This design comes from an exercise in tuning for small area, a short achievable clock period and few clock cycles per item on the open sky130 flow, not from production work.
Only simulation tests tie the RTL to the original design; equivalence was not proved.

$ cat config.mk
export PLATFORM = sky130hd
export DESIGN_NAME = fft8_f32_stream
export DESIGN_NICKNAME = fft8_f32_stream
export VERILOG_FILES = /design/flow/design.v
export SDC_FILE = /design/flow/constraint.sdc
export NUM_CORES = 4
export LEC_CHECK = 0
export CAP_MARGIN = 35
export CORE_MARGIN = 2
export CORE_UTILIZATION = 30
export PLACE_DENSITY = 0.4
export SLEW_MARGIN = 35
$ cat constraint.sdc
create_clock -name core_clock -period 90.0 [get_ports {clk}]
set_input_delay 18.0000 -clock core_clock [delete_from_list [all_inputs] [get_ports {clk}]]
set_output_delay 18.0000 -clock core_clock [all_outputs]
set_load 0.01 [all_outputs]
$ cat design.v
`timescale 1ns/1ps
module fft8_f32_stream (
    input  wire        clk,
    input  wire        rst_n,
    input  wire        s_valid,
    output wire        s_ready,
    input  wire [31:0] s_real,
    input  wire [31:0] s_imag,
    output reg         m_valid,
    input  wire        m_ready,
    output reg  [31:0] m_real,
    output reg  [31:0] m_imag
);
    function [31:0] fz;
        input [31:0] x;
        begin fz = {x[31] & (x[30:23] != 8'd0), x[30:0]}; end
    endfunction
    function [31:0] fnz;
        input [31:0] x;
        begin fnz = {~x[31] & (x[30:23] != 8'd0), x[30:0]}; end
    endfunction
    function [31:0] ftriv;
        input [31:0] x, y;
        begin
            if (x[30:23] == 8'd0 && y[30:23] == 8'd0) ftriv = {x[31] & y[31], 31'd0};
            else if (x[30:23] == 8'd0)                ftriv = y;
            else                                      ftriv = x;
        end
    endfunction
    function [31:0] fflip;
        input [31:0] x;
        begin fflip = {~x[31], x[30:0]}; end
    endfunction
    function [63:0] tw2;
        input [63:0] b;
        begin tw2 = {fz(b[31:0]), fnz(b[63:32])}; end
    endfunction
    function [63:0] tw2n;
        input [63:0] b;
        begin tw2n = {fflip(fz(b[31:0])), fflip(fnz(b[63:32]))}; end
    endfunction
    function [63:0] tw0;
        input [63:0] b;
        begin tw0 = {fz(b[63:32]), fz(b[31:0])}; end
    endfunction
    reg        hv;
    reg [63:0] h;                
    reg [2:0]  ph;               
    reg [7:0]  po;               
    reg        srdy;             
    reg        hbz;              
    reg        mvn;              
    reg        dm;               
    reg        fvc, fv1, fv2;    
    reg        skv;              
    reg [63:0] sk;
    wire in_ok  = po[0] ? (hv | fv1 | fv2) : (dm | hv);
    wire adv    = ~skv & in_ok;
    wire dmy    = po[0] ? ~hv : dm;
    wire pop    = adv & ~dmy;
    wire [63:0] po_d;                
    wire        po_v;
    wire        o_free = mvn | m_ready;
    wire       hv_n  = hbz ? hv : s_valid;
    wire [7:0] po_n  = adv ? {po[6:0], po[7]} : po;
    wire       dm_n  = (adv & po[0]) ? ~hv : dm;
    wire       fvc_n = (adv & po[0]) ? hv : fvc;
    wire       fv1_n = (adv & po[7]) ? fvc : fv1;
    wire       fv2_n = (adv & po[7]) ? fv1 : fv2;
    wire       skv_n = adv ? (~o_free & po_v) : (skv & ~o_free);
    wire       adv_n = ~skv_n & (po_n[0] ? (hv_n | fv1_n | fv2_n) : (dm_n | hv_n));
    wire       pop_n = adv_n & ~(po_n[0] ? ~hv_n : dm_n);
    assign s_ready = srdy;
    always @(posedge clk) begin
        if (!hbz) h <= {s_real, s_imag};
    end
    always @(posedge clk or negedge rst_n) begin
        if (!rst_n) begin
            hv   <= 1'b0;
            srdy <= 1'b0;
            hbz  <= 1'b1;
            ph   <= 3'd0;
            po   <= 8'd1;
            dm   <= 1'b0;
            fvc  <= 1'b0;
            fv1  <= 1'b0;
            fv2  <= 1'b0;
        end else begin
            hv   <= hv_n;
            srdy <= ~hv_n | pop_n;
            hbz  <= hv_n & ~pop_n;
            if (adv) ph <= ph + 3'd1;
            po   <= po_n;
            dm   <= dm_n;
            fvc  <= fvc_n;
            fv1  <= fv1_n;
            fv2  <= fv2_n;
        end
    end
    reg [63:0] d1, d2, d3, d4;       
    reg [63:0] sa, sb, sc, sd;
    reg [63:0] rr;                   
    reg        mzr, mzi;             
    reg [63:0] u3;                   
    reg [63:0] f1, f2, f3, f4;       
    wire [63:0] xp, xq, yp, yq;      
    wire [31:0] cm_r, cm_i;          
    wire [63:0] tw;                  
    always @(posedge clk) begin
        if (adv) begin
            d1 <= ph[2] ? xq : h;
            d2 <= d1;
            d3 <= d2;
            d4 <= d3;
            f1 <= yq;
            f2 <= f1;
            f3 <= f2;
            f4 <= f3;
            if (po[4] || po[2]) sa <= po[4] ? xp : yp;
            if (po[5] || po[3]) sb <= po[5] ? xp : yp;
            if (po[6] || po[2]) sc <= po[6] ? xp : tw;
            if (po[7] || po[3]) sd <= po[7] ? xp : tw;
            if (po[0] || po[1]) u3 <= yp;
            rr <= po[0] ? d4 : {cm_r, cm_i};
        end
    end
    wire [63:0] cin = po[1] ? u3 : f2;
    fft8_cmul cmr (.x(cin[63:32]), .y(cm_r));
    fft8_cmul cmi (.x(cin[31:0]),  .y(cm_i));
    always @(posedge clk) begin
        if (adv) begin
            mzr <= (cin[62:55] == 8'd0);
            mzi <= (cin[30:23] == 8'd0);
        end
    end
    wire        w3  = po[3];
    wire [31:0] pr  = rr[63:32];
    wire [31:0] pi  = rr[31:0];
    wire [31:0] nr  = mzr ? 32'd0 : fflip(pr);     
    wire [31:0] ni  = mzi ? 32'd0 : fflip(pi);     
    wire        triv = (pr[30:23] == 8'd0) | (pi[30:23] == 8'd0);
    wire [31:0] tra = w3 ? ftriv(nr, fflip(ni)) : ftriv(pr, fflip(ni));
    wire [31:0] tia = w3 ? ftriv(ni, nr)        : ftriv(pi, nr);
    wire        x_tw = ~ph[2];
    wire [63:0] xa   = d4;
    wire [63:0] xb   = tw0(h);
    wire [31:0] xra  = x_tw ? (w3 ? fflip(pr) : pi) : xa[63:32];
    wire [31:0] xrb  = x_tw ? (w3 ? pi : pr)        : xb[63:32];
    fft8_as xr (.a(xra),       .b(xrb),      .p(xp[63:32]), .q(xq[63:32]));
    fft8_as xi (.a(xa[31:0]),  .b(xb[31:0]), .p(xp[31:0]),  .q(xq[31:0]));
    assign tw = triv ? {tra, tia} : {xp[63:32], xq[63:32]};
    wire [63:0] ya = ({64{po[0]}} & d3) | ({64{po[1]}} & rr) |
                     ({64{po[2] | po[4]}} & sa) | ({64{po[3]}} & sb) |
                     ({64{po[5] | po[6]}} & f4) | ({64{po[7]}} & u3);
    wire [63:0] yb = ({64{po[0]}} & tw2(d1)) | ({64{po[1]}} & tw2n(d3)) |
                     ({64{po[2]}} & tw0(sc)) | ({64{po[3]}} & tw0(sd)) |
                     ({64{po[4]}} & tw0(sb)) | ({64{po[5]}} & sc) |
                     ({64{po[6]}} & tw2(f3)) | ({64{po[7]}} & sd);
    fft8_as yr (.a(ya[63:32]), .b(yb[63:32]), .p(yp[63:32]), .q(yq[63:32]));
    fft8_as yi (.a(ya[31:0]),  .b(yb[31:0]),  .p(yp[31:0]),  .q(yq[31:0]));
    assign po_d = ph[2] ? yp : f4;
    assign po_v = ph[2] ? fv1 : fv2;
    always @(posedge clk) begin
        if (o_free & (adv | skv)) {m_real, m_imag} <= adv ? po_d : sk;
        if (adv & ~o_free) sk <= po_d;
    end
    always @(posedge clk or negedge rst_n) begin
        if (!rst_n) begin
            m_valid <= 1'b0;
            mvn     <= 1'b1;
            skv     <= 1'b0;
        end else begin
            skv <= skv_n;
            if (o_free & (adv | skv)) begin
                m_valid <= adv ? po_v : 1'b1;
                mvn     <= adv ? ~po_v : 1'b0;
            end else if (m_ready) begin
                m_valid <= 1'b0;
                mvn     <= 1'b1;
            end
        end
    end
endmodule
module fft8_as (
    input  wire [31:0] a,
    input  wire [31:0] b,
    output wire [31:0] p,
    output wire [31:0] q
);
    wire        sa = a[31];
    wire        sb = b[31];
    wire [7:0]  ea = a[30:23];
    wire [7:0]  eb = b[30:23];
    wire        za = (ea == 8'd0);
    wire        zb = (eb == 8'd0);
    wire [22:0] fa = za ? 23'd0 : a[22:0];
    wire [22:0] fb = zb ? 23'd0 : b[22:0];
    wire        swap = {ea, fa} < {eb, fb};
    wire [7:0]  er   = swap ? eb : ea;
    wire [7:0]  es   = swap ? ea : eb;
    wire [7:0]  sh   = er - es;
    wire [23:0] mbig = swap ? {~zb, fb} : {~za, fa};
    wire [23:0] msm0 = swap ? {~za, fa} : {~zb, fb};
    wire        far  = (sh[7:5] != 3'd0) || (sh[4] & sh[3]);
    wire [23:0] msm  = far ? 24'd0 : (msm0 >> sh[4:0]);
    wire [24:0] s    = {1'b0, mbig} + {1'b0, msm};
    wire [31:0] ra   = {sa, er + {7'd0, s[24]}, s[24] ? s[23:1] : s[22:0]};
    wire [23:0] d    = mbig - msm;
    reg  [4:0]  lz;
    integer k;
    always @(*) begin
        lz = 5'd23;
        for (k = 0; k < 24; k = k + 1)
            if (d[k]) lz = 5'd23 - k[4:0];
    end
    wire [7:0]  shn  = (er < {3'd0, lz}) ? er : {3'd0, lz};
    wire [23:0] dn   = d << shn[4:0];
    wire [31:0] rs   = (d == 24'd0) ? 32'd0 : {sa ^ swap, er - shn, dn[22:0]};
    wire same = (sa == sb);
    assign p = same ? ra : rs;
    assign q = same ? rs : ra;
endmodule
module fft8_cmul (
    input  wire [31:0] x,
    output wire [31:0] y
);
    function [47:0] radd;    
        input [47:0] a, b;
        input ci;
        reg c;
        integer i;
        begin
            c = ci;
            for (i = 0; i < 48; i = i + 1) begin
                radd[i] = a[i] ^ b[i] ^ c;
                c = (a[i] & b[i]) | (c & (a[i] ^ b[i]));
            end
        end
    endfunction
    wire [7:0]  e  = x[30:23];
    wire [47:0] m  = {24'd0, 1'b1, x[22:0]};
    wire [47:0] t5   = radd(m, m << 2, 1'b0);                  
    wire [47:0] t180 = radd(t5 << 5, t5 << 2, 1'b0);           
    wire [47:0] y181 = radd(t180, m, 1'b0);                    
    wire [34:0] y7   = {y181[31:0], 3'd0} - {3'd0, y181[31:0]};
    wire [47:0] pr   = {y181[31:0], 16'd0} + {13'd0, y7};
    wire        p47 = pr[47];
    wire [7:0]  er  = p47 ? e : e - 8'd1;
    wire [22:0] mr  = p47 ? pr[46:24] : pr[45:23];
    assign y = (e == 8'd0) ? 32'd0 : {x[31], er, mr};
endmodule
$ cat flow/run.sh
#!/bin/bash
# The standard layout (standard synthesis included), except that the port
# buffers are plain buffers rather than the delay cells the placer picks by
# default. Every input and output port still gets its own buffer.
set -euo pipefail
export BUFFER_PORTS_ARGS="-buffer_cell sky130_fd_sc_hd__buf_2"
bash standard.sh > standard.log 2>&1
$ cat standard.sh
#!/bin/bash
# synth_recipe.tcl (not shown) runs the flow's synth.tcl, then flattens the netlist and writes it again
# the make line also repeats each setting of config.mk as NAME=value (left out here)
make -C /OpenROAD-flow-scripts/flow DESIGN_CONFIG=/design/flow/config.mk WORK_HOME=/design/flow/orfs CLKGATE_MAP_FILE= SYNTH_SCRIPT=/design/flow/synth_recipe.tcl "${@:-finish}"
==> summary.log, run 1 <==
qor: placed_design.place.port_buffers 133
qor: placed_design.gp_congestion 0.9681
qor: global_routing.grt.overflow.total 0
qor: synthesis.ys_dominant_reg_cell edfxtp_1
qor: setup_path.path_buf_inv 1
qor: floorplanning.floorplan.rows 200
qor: job.maxCapViolations 0
qor: floorplanning.die_height 549 um
qor: floorplanning.ioPinCount 134
qor: global_routing.grt_start_max_net_pins 122
qor: global_routing.top_usage_layer met2
qor: setup_path.path_cells buf_2
qor: global_routing.globalRouteMet1Util 37.55%
qor: sta.max-slew-margin-rel 25.83%
qor: synthesis.seq_area_frac_synth 37.33%
qor: synthesis.yosysUniqueCellTypes 123
qor: clock_network.hold_buffers 0
qor: clock_network.tritoncts.num_buffers 144
qor: route.dr_total_vias 78.51k
qor: synthesis.ys_top_cells_by_area edfxtp_1 (37%), mux2i_1 (6.9%), ha_1 (6.7%), a21oi_1 (3.8%), nand2_1 (3.6%)
qor: sta.rsz0062_at_grt false
qor: route.routed_via_density 5.823
qor: setup_path.crit_fanout 1
qor: clock_network.cts-root-buf clkbuf_16
qor: synthesis.number_of_flops_mapped_to_enable_cells_by_yosys 1090
qor: synthesis.postSynthCellCount 9492
qor: floorplanning.design.die.area 301400 um^2
qor: setup_path.top_delay_family_on_crit_path flip-flops
qor: layout.finalNetCount 10.11k
qor: floorplanning.die_w 549 um
qor: worst_hold_path.path_type_of_the_worst_min_delay_path reg2reg
qor: route.detailedRoute.firstPassIterationCount 6
qor: synthesis.seq_cells_post_synth 1111
qor: sta.final.setup_skew 79.34 ps
qor: layout.layout_common_cells edfxtp_1 (1090), nand2_1 (851), nor2_1 (831), a21oi_1 (661), mux2i_1 (612)
qor: sta.finalMaxSlewViolations 0
qor: setup_path.timing.critical_path.slowest_stage_cell edfxtp_1
qor: placed_design.dp_hpwl 348800 um
qor: synthesis.ys_async_sr_fraction 1.890%
qor: sta.hold_violation_count_in_the_final_report 0
qor: sta.fmax 51.68 MHz
qor: synthesis.synth.top_cell.area_share 36.73%
qor: sta.setup_viol 0
qor: synthesis.post_synth_instance_area 89110 um^2
qor: clock_network.worst_skew_pair.late_latency 870 ps
qor: clock_network.cts_tree yes
qor: sta.layout_worst_path_cycle_share 21.50%
qor: setup_path.r2r_slack 71760 ps
qor: global_routing.grt_use_total 28.08%
qor: run_status.run_status timing/DRC/antenna clean
qor: clock_network.setup_fix_bufs_post_cts 0
qor: global_routing.initial_antenna_violation_count 37
qor: floorplanning.start_util 30.08%
qor: setup_path.worstSetupStartpointType flop
qor: global_routing.met3_usage_grt 4.932%
qor: route.routedWlPerCell 32.48 um
qor: sta.totalNegativeSetupSlack 0 ps
qor: layout.fillerInstances 30.72k
qor: clock_network.clock_tree.buffer_depth 4
qor: setup_path.crit_path_max_incr_delay 370 ps
qor: global_routing.grt_first_pass_wirelength 598200 um
qor: layout.final_layout_size_suffix_gt1_share 11.23%
qor: layout.mostFrequentLayoutCell edfxtp_1
qor: setup_path.timing_worst_setup_path_type reg2out
qor: layout.fin_util 33.51%
qor: clock_network.clk_transition_reported_paths 60 ps
qor: route.drt.antenna.violating_nets 0
qor: setup_path.worst-endpoint-required 72000 ps
qor: sta.worst_pin_slew 1101 ps
qor: synthesis.mappedNetlistNets 10.18k
qor: setup_path.type_of_destination_of_the_critical_path primary output
qor: global_routing.grt_pass1_vias 74.21k
qor: floorplanning.core_area 296300 um^2
qor: layout.area_added_between_synthesis_and_finish 11.43%
qor: clock_network.clock_sinks 1111
qor: synthesis.postSynthAreaPerCell 9.388 um^2
qor: setup_path.cp_data_arrival_time 1350 ps
qor: synthesis.yosysWarningCount 3
qor: sta.final_period_minus_worst_setup_slack 19350 ps
qor: clock_network.cts_htree_levels 4
qor: global_routing.grt.met2_usage 44.20%
qor: route.totalWireLength 437800 um
qor: clock_network.postCtsResizedCells 0
qor: route.drt_drc_violations_left 0
qor: synthesis.synth_area_leader_cell edfxtp_1
qor: route.drt_first_iter_violations 9271
## metrics by stage
stage	instance area, um^2	worst slack, ps	cells	hold WS, ps
after floorplan	89110	67040	9492	400.3
after global placement	94190	70500	13180	400.6
after detailed placement	94590	70500	13200	404.5
after CTS	99030	70580	13460	399.9
after global routing	99260	70580	13470	405.9
final	99290	70650	13480	392.6
## flip-flops by register name, indices dropped and copies added (netlist names), 64 cells and up
register  flops
d1           64
d2           64
d3           64
d4           64
f1           64
f2           64
f3           64
f4           64
h            64
rr           64
sa           64
sb           64
sc           64
sd           64
sk           64
u3           64
## kinds of logic after synthesis
logic type,after synthesis,synth area share [%]
flip-flops,1111,37.33
buffers and inverters,1079,4.752
adder cells (fa/ha/maj),617,9.826
multiplexers,910,11.02
AND/OR/NAND/NOR,2795,14.50
AO/OA/AOI/OAI,2682,19.64
XOR/XNOR,298,2.929
## cells in the mapped netlist (all sizes together), types with 28 or more instances
cell,number
a211oi,74
a21o,115
a21oi,678
a221o,35
a221oi,42
a22oi,379
a31o,35
a31oi,131
and2,76
and3,93
buf,143
clkbuf,423
edfxtp,1090
fa,138
ha,479
inv,509
mux2,255
mux2i,629
nand2,851
nand2b,78
nand3,260
nand4,72
nor2,840
nor2b,71
nor3,207
nor4,62
o211ai,72
o21a,65
o21ai,632
o21bai,36
o22ai,37
o311ai,28
o31ai,51
or2,44
or3,64
xnor2,238
xor2,60
## per-layer routing
layer	up-vias	wire length, um
met5	-	66
met2	3067	196900
met4	10	21940
met3	577	30980
met1	39590	188000
li1	35260	-
## final cells by class
class | instances | area [um^2] | share of cell area [%]
Tap cell | 3939 | 4928 | 4.964
Multi-Input combinational cell | 7302 | 52140 | 52.51
Inverter | 513 | 1946 | 1.959
Clock inverter | 74 | 601.8 | 0.6061
Clock buffer | 178 | 3836 | 3.863
Antenna cell | 16 | 40.04 | 0.04032
Sequential cell | 1111 | 33290 | 33.53
Timing Repair Buffer | 348 | 2515 | 2.533
## worst paths after layout
check	from	to	cells after the start
setup / recovery	m_imag[18]$_DFFE_PP_	m_imag[18]	1
hold / removal	f1[16]$_DFFE_PP_	f2[16]$_DFFE_PP_	0
setup reg to reg	po[1]$_DFFE_PN0P_	rr[60]$_DFFE_PP_	54
hold reg to reg	f1[16]$_DFFE_PP_	f2[16]$_DFFE_PP_	0
max in group asynchronous	rst_n	ph[2]$_DFFE_PN0P_	1
min in group asynchronous	rst_n	po[1]$_DFFE_PN0P_	1
Testbench counts, summed over its fixed seeds: cycles 3,184, frames 384.
==> run 2, diff against run 1 <==
--- a/config.mk
+++ b/config.mk
@@ -8,5 +8,7 @@
 export CAP_MARGIN = 35
 export CORE_MARGIN = 2
 export CORE_UTILIZATION = 30
+export CTS_CLUSTER_DIAMETER = 100
+export CTS_CLUSTER_SIZE = 18
 export PLACE_DENSITY = 0.4
 export SLEW_MARGIN = 35
==> summary.log, run 2 <==
qor: worst_hold_path.path_type_of_the_worst_min_delay_path reg2reg
qor: clock_network.clk_transition_reported_paths 80 ps
qor: global_routing.initial_antenna_violation_count 35
qor: setup_path.path_cells buf_2
qor: clock_network.cts_tree yes
qor: floorplanning.ioPinCount 134
qor: layout.final_layout_size_suffix_gt1_share 10.41%
qor: global_routing.grt.met2_usage 44.07%
qor: sta.post-route-worst-setup-slack 70630 ps
qor: setup_path.path_buf_inv 1
qor: setup_path.cp_data_arrival_time 1370 ps
qor: synthesis.yosysUniqueCellTypes 123
qor: sta.setup_viol 0
qor: synthesis.synth.top_cell.area_share 36.73%
qor: route.drt_first_iter_violations 9488
qor: synthesis.post_synth_most_frequent_cells edfxtp_1 (1090), nand2_1 (851), nor2_1 (839)
qor: layout.mostFrequentLayoutCell edfxtp_1
qor: clock_network.tritoncts.num_buffers 86
qor: route.detailedRoute.firstPassIterationCount 6
qor: setup_path.timing.critical_path.slowest_stage_cell edfxtp_1
qor: floorplanning.core_area 296300 um^2
qor: job.maxCapViolations 0
qor: sta.rsz0062_at_grt false
qor: clock_network.setup_fix_bufs_post_cts 0
qor: layout.multiInputGateArea 52130 um^2
qor: route.totalWireLength 435700 um
qor: layout.ff_latch_area 33290 um^2
qor: sta.worst_pin_slew 1136 ps
qor: global_routing.grt.overflow.total 0
qor: global_routing.grt_use_total 27.91%
qor: layout.fillerInstances 30.86k
qor: clock_network.clock_sinks 1111
qor: global_routing.top_usage_layer met2
qor: sta.final_period_minus_worst_setup_slack 19370 ps
qor: synthesis.postSynthCellCount 9492
qor: placed_design.dp_hpwl 348800 um
qor: run_status.run_status timing/DRC/antenna clean
qor: placed_design.gp_congestion 0.9681
qor: sta.totalNegativeSetupSlack 0 ps
qor: setup_path.timing_worst_setup_path_type reg2out
qor: setup_path.top_delay_family_on_crit_path flip-flops
qor: synthesis.number_of_flops_mapped_to_enable_cells_by_yosys 1090
qor: synthesis.seq_cells_post_synth 1111
qor: floorplanning.die_w 549 um
qor: layout.finalNetCount 10.05k
qor: clock_network.clock_tree.buffer_depth 4
qor: setup_path.worstSetupStartpointType flop
qor: global_routing.met3_usage_grt 4.417%
qor: clock_network.hold_buffers 0
qor: synthesis.seq_area_frac_synth 37.33%
qor: floorplanning.die_height 549 um
qor: route.routedWlPerCell 32.62 um
qor: synthesis.yosysWarningCount 3
qor: clock_network.worst_skew_pair.late_latency 850 ps
qor: global_routing.grt_start_max_net_pins 122
qor: placed_design.detailedPlace.worstSlack 70500 ps
qor: setup_path.crit_fanout 1
qor: sta.finalMaxSlewViolations 0
qor: synthesis.mappedNetlistNets 10.18k
qor: setup_path.crit_path_max_incr_delay 390 ps
qor: route.drt.antenna.violating_nets 0
qor: synthesis.ys_dominant_reg_cell edfxtp_1
qor: setup_path.type_of_destination_of_the_critical_path primary output
qor: route.dr_total_vias 78.06k
qor: sta.hold_violation_count_in_the_final_report 0
qor: floorplanning.start_util 30.08%
qor: synthesis.ys_async_sr_fraction 1.890%
qor: floorplanning.design.die.area 301400 um^2
qor: setup_path.worst-endpoint-required 72000 ps
qor: global_routing.grt_first_pass_wirelength 594900 um
qor: sta.final.setup_skew 70.91 ps
qor: floorplanning.floorplan.rows 200
qor: route.drt_drc_violations_left 0
qor: synthesis.postSynthAreaPerCell 9.388 um^2
qor: clock_network.postCtsResizedCells 0
qor: synthesis.synth_area_leader_cell edfxtp_1
qor: synthesis.post_synth_instance_area 89110 um^2
qor: clock_network.cts-root-buf clkbuf_16
qor: layout.layout_common_cells edfxtp_1 (1090), nand2_1 (851), nor2_1 (831), a21oi_1 (661), mux2i_1 (612)
qor: sta.fmax 51.62 MHz
qor: placed_design.place.port_buffers 133
qor: global_routing.grt_pass1_vias 73.63k
qor: route.routed_via_density 5.845
qor: sta.layout_worst_path_cycle_share 21.52%
qor: synthesis.post-synth-top-count-cell edfxtp_1
qor: layout.area_added_between_synthesis_and_finish 9.349%
qor: synthesis.ys_top_cells_by_area edfxtp_1 (37%), mux2i_1 (6.9%), ha_1 (6.7%), a21oi_1 (3.8%), nand2_1 (3.6%)
qor: sta.max-slew-margin-rel 24.27%
qor: clock_network.cts_htree_levels 3
qor: global_routing.globalRouteMet1Util 37.47%
[run 2: cell counts after synthesis]
Identical to the previous run, type by type.
[run 2: cell type report]
class / instances / area share, %
Inverter: 513 / 1.997
Clock buffer: 98 / 2.277
Antenna cell: 20 / 0.05136
Sequential cell: 1111 / 34.17
Timing Repair Buffer: 348 / 2.569
Multi-Input combinational cell: 7302 / 53.50
Tap cell: 3939 / 5.058
Clock inverter: 25 / 0.3865
[run 2: routing by layer]
metal,up-vias,share of wire (%)
met5,-,0.017
met3,525,6.9
li1,35030,-
met4,10,5.3
met1,39430,43
met2,3068,45
[run 2: per-stage QoR]
step                      hold WS, ps  std cells  instance area (um^2)  util [%]
after floorplan                 400.3       9492                 89110         -
after global placement          400.6      13180                 94190     31.79
after detailed placement        404.5      13200                 94590     31.93
after CTS                       400.3      13330                 97190     32.80
after global routing            405.0      13340                 97390     32.87
final                           404.2      13360                 97440     32.89
[run 2: cells by family (layout without fill, tap and decap cells)]
group	count (synthesis)	count (layout)	synth area share (%)
adder cells (fa/ha/maj)	617	617	9.826
XOR/XNOR	298	298	2.929
other	0	20	0
multiplexers	910	910	11.02
flip-flops	1111	1111	37.33
buffers and inverters	1079	984	4.752
AO/OA/AOI/OAI	2682	2682	19.64
AND/OR/NAND/NOR	2795	2795	14.50
[run 2: path summary, 6_finish.rpt]
kind	start	end	slack, ps	depth (start not counted)
hold reg to reg	f1[55]$_DFFE_PP_	f2[55]$_DFFE_PP_	400	0
max in group asynchronous	rst_n	ph[2]$_DFFE_PN0P_	72480	1
setup / recovery	m_real[1]$_DFFE_PP_	m_real[1]	70630	1
setup reg to reg	po[1]$_DFFE_PN0P_	rr[60]$_DFFE_PP_	71670	54
min in group asynchronous	rst_n	m_valid$_DFFE_PN0P_	17130	1
hold / removal	f1[55]$_DFFE_PP_	f2[55]$_DFFE_PP_	400	0
[run 2: worst reg2reg max path: cells and delay by family, from the launching register on]
family / cells / cell delay (ps)
adder cells (fa/ha/maj): 30 / 12260
AO/OA/AOI/OAI: 9 / 2170
buffers and inverters: 10 / 1100
AND/OR/NAND/NOR: 3 / 590
multiplexers: 1 / 570
XOR/XNOR: 1 / 490
flip-flops: 1 / 900
==> run 3, diff against run 2 <==
--- a/config.mk
+++ b/config.mk
@@ -7,8 +7,8 @@
 export LEC_CHECK = 0
 export CAP_MARGIN = 35
 export CORE_MARGIN = 2
-export CORE_UTILIZATION = 30
+export CORE_UTILIZATION = 40
 export CTS_CLUSTER_DIAMETER = 100
 export CTS_CLUSTER_SIZE = 18
-export PLACE_DENSITY = 0.4
+export PLACE_DENSITY = 0.5
 export SLEW_MARGIN = 35
==> summary.log, run 3 <==
qor: sta.final_period_minus_worst_setup_slack 19300 ps
qor: worst_hold_path.path_type_of_the_worst_min_delay_path reg2reg
qor: floorplanning.die_w 476.0 um
qor: synthesis.synth_area_leader_cell edfxtp_1
qor: route.routed_via_density 6.379
qor: clock_network.cts_tree yes
qor: route.routedWlPerCell 33.12 um
qor: layout.post_layout_nonfiller_instances 12.35k
qor: synthesis.mappedNetlistNets 10.18k
qor: job.maxCapViolations 0
qor: setup_path.path_buf_inv 1
qor: route.detailedRoute.firstPassIterationCount 6
qor: global_routing.grt_use_total 35.08%
qor: route.totalWireLength 408900 um
qor: sta.layout_worst_path_cycle_share 21.44%
qor: clock_network.clock_sinks 1111
qor: placed_design.place.port_buffers 133
qor: floorplanning.die_height 476.0 um
qor: run_status.run_status timing/DRC/antenna clean
qor: clock_network.cts_htree_levels 3
qor: setup_path.critical_path.reg2reg.startpoint po[1]$_DFFE_PN0P_
qor: layout.final_layout_size_suffix_gt1_share 10.09%
qor: clock_network.setup_fix_bufs_post_cts 0
qor: setup_path.crit_fanout 1
qor: setup_path.cp_data_arrival_time 1300 ps
qor: route.dr_total_vias 78.76k
qor: synthesis.post-synth-top-count-cell edfxtp_1
qor: synthesis.postSynthCellCount 9492
qor: layout.finalNetCount 10.01k
qor: setup_path.type_of_destination_of_the_critical_path primary output
qor: layout.fin_util 43.13%
qor: sta.worst_pin_slew 1073 ps
qor: placed_design.dp_hpwl 322000 um
qor: placed_design.placedCellCount 12.21k
qor: sta.hold_violation_count_in_the_final_report 0
qor: sta.fmax 51.81 MHz
qor: global_routing.grt_pass1_vias 72.49k
qor: clock_network.hold_buffers 0
qor: setup_path.rr_worst_depth 52
qor: synthesis.yosysWarningCount 3
qor: sta.rsz0062_at_grt false
qor: route.drt_first_iter_violations 10.39k
qor: setup_path.critPathCapture m_imag[18]
qor: synthesis.seq_area_frac_synth 37.33%
qor: synthesis.postSynthAreaPerCell 9.388 um^2
qor: global_routing.grt.overflow.total 0
qor: sta.totalNegativeSetupSlack 0 ps
qor: sta.finalMaxSlewViolations 0
qor: setup_path.r2r_slack 71430 ps
qor: clock_network.tritoncts.num_buffers 79
qor: setup_path.worstSetupStartpointType flop
qor: setup_path.crit_path_max_incr_delay 370 ps
qor: clock_network.cts-root-buf clkbuf_16
qor: setup_path.worst-endpoint-required 72000 ps
qor: global_routing.grt_first_pass_wirelength 562800 um
qor: floorplanning.start_util 40.16%
qor: setup_path.regToRegEndpoint rr[3]$_DFFE_PP_
qor: route.drt_drc_violations_left 0
qor: synthesis.ys_async_sr_fraction 1.890%
qor: sta.setup_viol 0
qor: synthesis.ys_dominant_reg_cell edfxtp_1
qor: route.drt.antenna.violating_nets 0
qor: clock_network.postCtsResizedCells 0
qor: setup_path.path_cells buf_2
qor: global_routing.grt_start_max_net_pins 171
qor: setup_path.critical_path.startpoint m_imag[18]$_DFFE_PP_
qor: clock_network.worst_skew_pair.late_latency 800 ps
qor: synthesis.yosysUniqueCellTypes 123
qor: placed_design.gp_congestion 1.029
qor: synthesis.synth.top_cell.area_share 36.73%
qor: setup_path.timing.critical_path.slowest_stage_cell edfxtp_1
qor: synthesis.seq_cells_post_synth 1111
qor: synthesis.post_synth_instance_area 89110 um^2
qor: layout.layout_common_cells edfxtp_1 (1090), nand2_1 (850), nor2_1 (831), a21oi_1 (660), mux2i_1 (612)
qor: floorplanning.core_area 221900 um^2
qor: floorplanning.floorplan.rows 173
qor: clock_network.clock_tree.buffer_depth 3
qor: sta.max-slew-margin-rel 28.24%
qor: global_routing.initial_antenna_violation_count 32
qor: layout.area_added_between_synthesis_and_finish 7.393%
qor: floorplanning.ioPinCount 134
qor: synthesis.number_of_flops_mapped_to_enable_cells_by_yosys 1090
qor: sta.hold_ws 418.7 ps
qor: synthesis.post_synth_most_frequent_cells edfxtp_1 (1090), nand2_1 (851), nor2_1 (839)
qor: sta.final.setup_skew 54.75 ps
qor: synthesis.ys_top_cells_by_area edfxtp_1 (37%), mux2i_1 (6.9%), ha_1 (6.7%), a21oi_1 (3.8%), nand2_1 (3.6%)
qor: setup_path.timing_worst_setup_path_type reg2out
qor: layout.mostFrequentLayoutCell edfxtp_1
qor: clock_network.clk_transition_reported_paths 80 ps
qor: floorplanning.design.die.area 226600 um^2
qor: setup_path.top_delay_family_on_crit_path flip-flops
qor: setup_path.cp_num_cells 1
-- run 3: cell counts after synthesis --
No cell type changed its count.
-- run 3: cell type report --
type	instances	area, um^2
Sequential cell	1111	33290
Inverter	513	1943
Tap cell	2975	3722
Timing Repair Buffer	316	2192
Antenna cell	14	35.03
Multi-Input combinational cell	7302	52150
Clock inverter	27	354.1
Clock buffer	88	2011
Fill cell	21560	126200
-- run 3: routing by layer --
metal	track usage, %	up-vias	share of wire [%]
met5	0	-	0.036
met4	20.06	18	6.8
met3	6.364	777	8.5
met2	54.12	3891	44
met1	46.22	39120	41
li1	-	34960	-
-- run 3: stage by stage --
| step | instance area [um^2] | setup WS (ps) |
|---|---|---|
| final | 95700 | 70700 |
| after global routing | 95670 | 70540 |
| after CTS | 95470 | 70650 |
| after floorplan | 89110 | 67040 |
| after detailed placement | 93100 | 70530 |
| after global placement | 92880 | 70530 |
-- run 3: cells by family after synthesis --
| kind of cell | synth area share (%) |
|---|---|
| DFF | 37.33 |
| and+or+nand+nor | 14.50 |
| adders and majority gates | 9.826 |
| xor gates and xnor gates | 2.929 |
| AOI/OAI and AO/OA | 19.64 |
| muxes | 11.02 |
| buffers and inverters | 4.752 |
-- run 3: how the worst min path moves through the flow --
stage / from / to / cells after the start
final: f1[37]$_DFFE_PP_ / f2[37]$_DFFE_PP_ / 0
after global routing: f1[0]$_DFFE_PP_ / f2[0]$_DFFE_PP_ / 0
after CTS: d2[29]$_DFFE_PP_ / d3[29]$_DFFE_PP_ / 0
after detailed placement: d2[24]$_DFFE_PP_ / d3[24]$_DFFE_PP_ / 0
after global placement: d2[21]$_DFFE_PP_ / d3[21]$_DFFE_PP_ / 0
after floorplan: d2[0]$_DFFE_PP_ / d3[0]$_DFFE_PP_ / 0
==> run 4, diff against run 3 <==
--- a/config.mk
+++ b/config.mk
@@ -8,7 +8,5 @@
 export CAP_MARGIN = 35
 export CORE_MARGIN = 2
 export CORE_UTILIZATION = 40
-export CTS_CLUSTER_DIAMETER = 100
-export CTS_CLUSTER_SIZE = 18
 export PLACE_DENSITY = 0.5
 export SLEW_MARGIN = 35
==> summary.log, run 4 <==
qor: global_routing.initial_antenna_violation_count 35
qor: floorplanning.core_area 221900 um^2
qor: synthesis.yosysUniqueCellTypes 123
qor: synthesis.yosys.area_share.adder 9.826%
qor: clock_network.clock_sinks 1111
qor: floorplanning.die_height 476.0 um
qor: sta.max-slew-margin-rel 24.91%
qor: layout.fillerInstances 21.47k
qor: layout.area_added_between_synthesis_and_finish 9.505%
qor: synthesis.ys_async_sr_fraction 1.890%
qor: route.dr_total_vias 79.24k
qor: sta.hold_violation_count_in_the_final_report 0
qor: setup_path.top_delay_family_on_crit_path flip-flops
qor: setup_path.critical_path.reg2reg.startpoint po[1]$_DFFE_PN0P_
qor: global_routing.grt.overflow.total 0
qor: sta.final_period_minus_worst_setup_slack 19330 ps
qor: synthesis.synth_area_leader_cell edfxtp_1
qor: setup_path.type_of_destination_of_the_critical_path primary output
qor: sta.rsz0062_at_grt false
qor: synthesis.yosysWarningCount 3
qor: clock_network.cts_tree yes
qor: worst_hold_path.min_to d3[24]$_DFFE_PP_
qor: sta.setup_viol 0
qor: layout.multiInputGateArea 52160 um^2
qor: synthesis.seq_cells_post_synth 1111
qor: global_routing.grt_first_pass_wirelength 565000 um
qor: clock_network.clock_tree.buffer_depth 3
qor: clock_network.setup_fix_bufs_post_cts 0
qor: layout.ff_latch_area 33290 um^2
qor: synthesis.mappedNetlistNets 10.18k
qor: clock_network.cts-root-buf clkbuf_16
qor: route.routedWlPerCell 32.92 um
qor: synthesis.post_synth_most_frequent_cells edfxtp_1 (1090), nand2_1 (851), nor2_1 (839)
qor: setup_path.path_cells buf_2
qor: global_routing.grt_pass1_vias 72.99k
qor: setup_path.rr_worst_depth 54
qor: sta.fmax 51.73 MHz
qor: synthesis.seq_area_frac_synth 37.33%
qor: synthesis.post-synth-top-count-cell edfxtp_1
qor: synthesis.ys_dominant_reg_cell edfxtp_1
qor: floorplanning.start_util 40.16%
qor: setup_path.crit_fanout 1
qor: floorplanning.floorplan.rows 173
qor: layout.final_layout_size_suffix_gt1_share 10.73%
qor: route.totalWireLength 410500 um
qor: placed_design.place.port_buffers 133
qor: clock_network.hold_buffers 0
qor: synthesis.postSynthAreaPerCell 9.388 um^2
qor: clock_network.tritoncts.num_buffers 133
qor: placed_design.dp_hpwl 322000 um
qor: layout.layout_common_cells edfxtp_1 (1090), nand2_1 (850), nor2_1 (831), a21oi_1 (660), mux2i_1 (612)
qor: layout.mostFrequentLayoutCell edfxtp_1
qor: setup_path.worstSetupStartpointType flop
qor: clock_network.worst_skew_pair.late_latency 840 ps
qor: floorplanning.design.die.area 226600 um^2
qor: setup_path.worst-endpoint-required 72000 ps
qor: route.routed_via_density 6.355
qor: global_routing.grt_start_max_net_pins 171
qor: clock_network.postCtsResizedCells 0
qor: sta.final.setup_skew 64.46 ps
qor: synthesis.ys_top_cells_by_area edfxtp_1 (37%), mux2i_1 (6.9%), ha_1 (6.7%), a21oi_1 (3.8%), nand2_1 (3.6%)
qor: setup_path.regToRegEndpoint rr[30]$_DFFE_PP_
qor: run_status.run_status timing/DRC/antenna clean
qor: synthesis.synth-xor-area-share 2.929%
qor: worst_hold_path.path_type_of_the_worst_min_delay_path reg2reg
qor: setup_path.crit_path_max_incr_delay 380 ps
qor: setup_path.timing.critical_path.slowest_stage_cell edfxtp_1
qor: route.drt.antenna.violating_nets 0
qor: global_routing.grt_use_total 35.22%
qor: sta.finalMaxSlewViolations 0
qor: synthesis.number_of_flops_mapped_to_enable_cells_by_yosys 1090
qor: sta.totalNegativeSetupSlack 0 ps
qor: synthesis.postSynthCellCount 9492
qor: route.drt_first_iter_violations 9999
qor: synthesis.synth_compound_area_share 19.64%
qor: sta.worst_pin_slew 1123 ps
qor: synthesis.synth.mux.area_fraction 11.02%
qor: setup_path.r2r_slack 71420 ps
qor: route.drt_drc_violations_left 0
qor: floorplanning.ioPinCount 134
qor: clock_network.clk_transition_reported_paths 60 ps
qor: worst_hold_path.timing.hold.worst.start d2[24]$_DFFE_PP_
qor: synthesis.post_synth_instance_area 89110 um^2
qor: layout.finalNetCount 10.06k
qor: placed_design.gp_congestion 1.029
qor: synthesis.synth.top_cell.area_share 36.73%
qor: setup_path.cp_data_arrival_time 1330 ps
qor: setup_path.path_buf_inv 1
qor: route.detailedRoute.firstPassIterationCount 11
qor: synthesis.synth_top_family_by_area compound AO/OA/AOI/OAI gates
qor: job.maxCapViolations 0
qor: worst_hold_path.timing.hold.worst_path_depth 0
qor: setup_path.timing_worst_setup_path_type reg2out
qor: synthesis.yosys.area_share.simple 14.50%
qor: floorplanning.die_w 476.0 um
qor: sta.layout_worst_path_cycle_share 21.48%
qor: clock_network.cts_htree_levels 4
## run 4: worst max path at each step
stage,start,endpoint,depth (start not counted)
2_1_floorplan,m_ready,sk[0]$_DFFE_PP_,1
3_3_place_gp,m_ready,sk[41]$_DFFE_PP_,3
3_5_place_dp,m_ready,m_real[12]$_DFFE_PP_,4
4_1_cts,m_imag[11]$_DFFE_PP_,m_imag[11],1
5_1_grt,po[1]$_DFFE_PN0P_,rr[62]$_DFFE_PP_,56
6_report,m_imag[11]$_DFFE_PP_,m_imag[11],1
## run 4: per-layer routing
metal  wire length (um)  track usage, %
met1             166700           46.51
met2             180100           54.02
met3              35780           6.536
met4              27820           20.27
met5                 86               0
## run 4: layout make-up
cell class                      instances  area share (%)
Tap cell                             2975           3.815
Sequential cell                      1111           34.12
Clock buffer                          173           3.595
Inverter                              513           1.991
Multi-Input combinational cell       7302           53.46
Clock inverter                         64          0.7463
Timing Repair Buffer                  314           2.231
Antenna cell                           18         0.04616
## run 4: kinds of logic (layout without fill, tap and decap cells)
kind of cell	count (synthesis)	in the layout
AND/OR/NAND/NOR	2795	2795
AO/OA/AOI/OAI	2682	2682
flip-flops	1111	1111
buffers and inverters	1079	1064
multiplexers	910	910
adder cells (fa/ha/maj)	617	617
XOR/XNOR	298	298
other	0	18
## run 4: stage by stage
step                      utilization [%]  worst slack [ps]  cells  hold WS (ps)  cell area, um^2
after floorplan                         -             67040   9492         400.3            89110
after global placement              41.86             70530  12200         400.4            92880
after detailed placement            41.96             70530  12210         404.5            93100
after CTS                           43.87             70600  12450         413.5            97340
after global routing                43.96             70520  12450         419.8            97530
final                               43.98             70670  12470         404.3            97580

## static timing again, ports no longer ideal
In the flow no input, the clock included, has a driving cell. The finished layouts below were timed again as built, in two steps.
Step 1: set_driving_cell puts a clkbuf_16 on clk and a buf_2 on each other input, an assumption about the parent block.
Step 2 times the ports against the registers' clock, not the clock port: input delays grow and output delays shrink by t, the midpoint of the rising clock arrivals with the driver on.
Three values: ideal, step 1, step 2; two values: the first two.
| run | t (ns) | setup slack, ns | worst setup path after step 2 | latest minus earliest clock arrival (ns) | worst register clock-pin slew, ns |
|---|---|---|---|---|---|
| run 1 | 0.926 | 70.649 / 70.552 / 70.645 | input to register | 0.080 / 0.080 | 0.08 / 0.08 |
| run 2 | 0.919 | 70.629 / 70.528 / 70.652 | input to register | 0.071 / 0.071 | 0.09 / 0.09 |
| run 3 | 0.859 | 70.700 / 70.610 / 70.683 | input to register | 0.059 / 0.059 | 0.09 / 0.09 |
| run 4 | 0.906 | 70.667 / 70.569 / 70.665 | input to register | 0.065 / 0.065 | 0.07 / 0.07 |
After both steps every run listed still meets setup and hold. The setup slack of run 3, which loses most, moves by -0.090 ns with the drivers and by -0.017 ns with both steps.
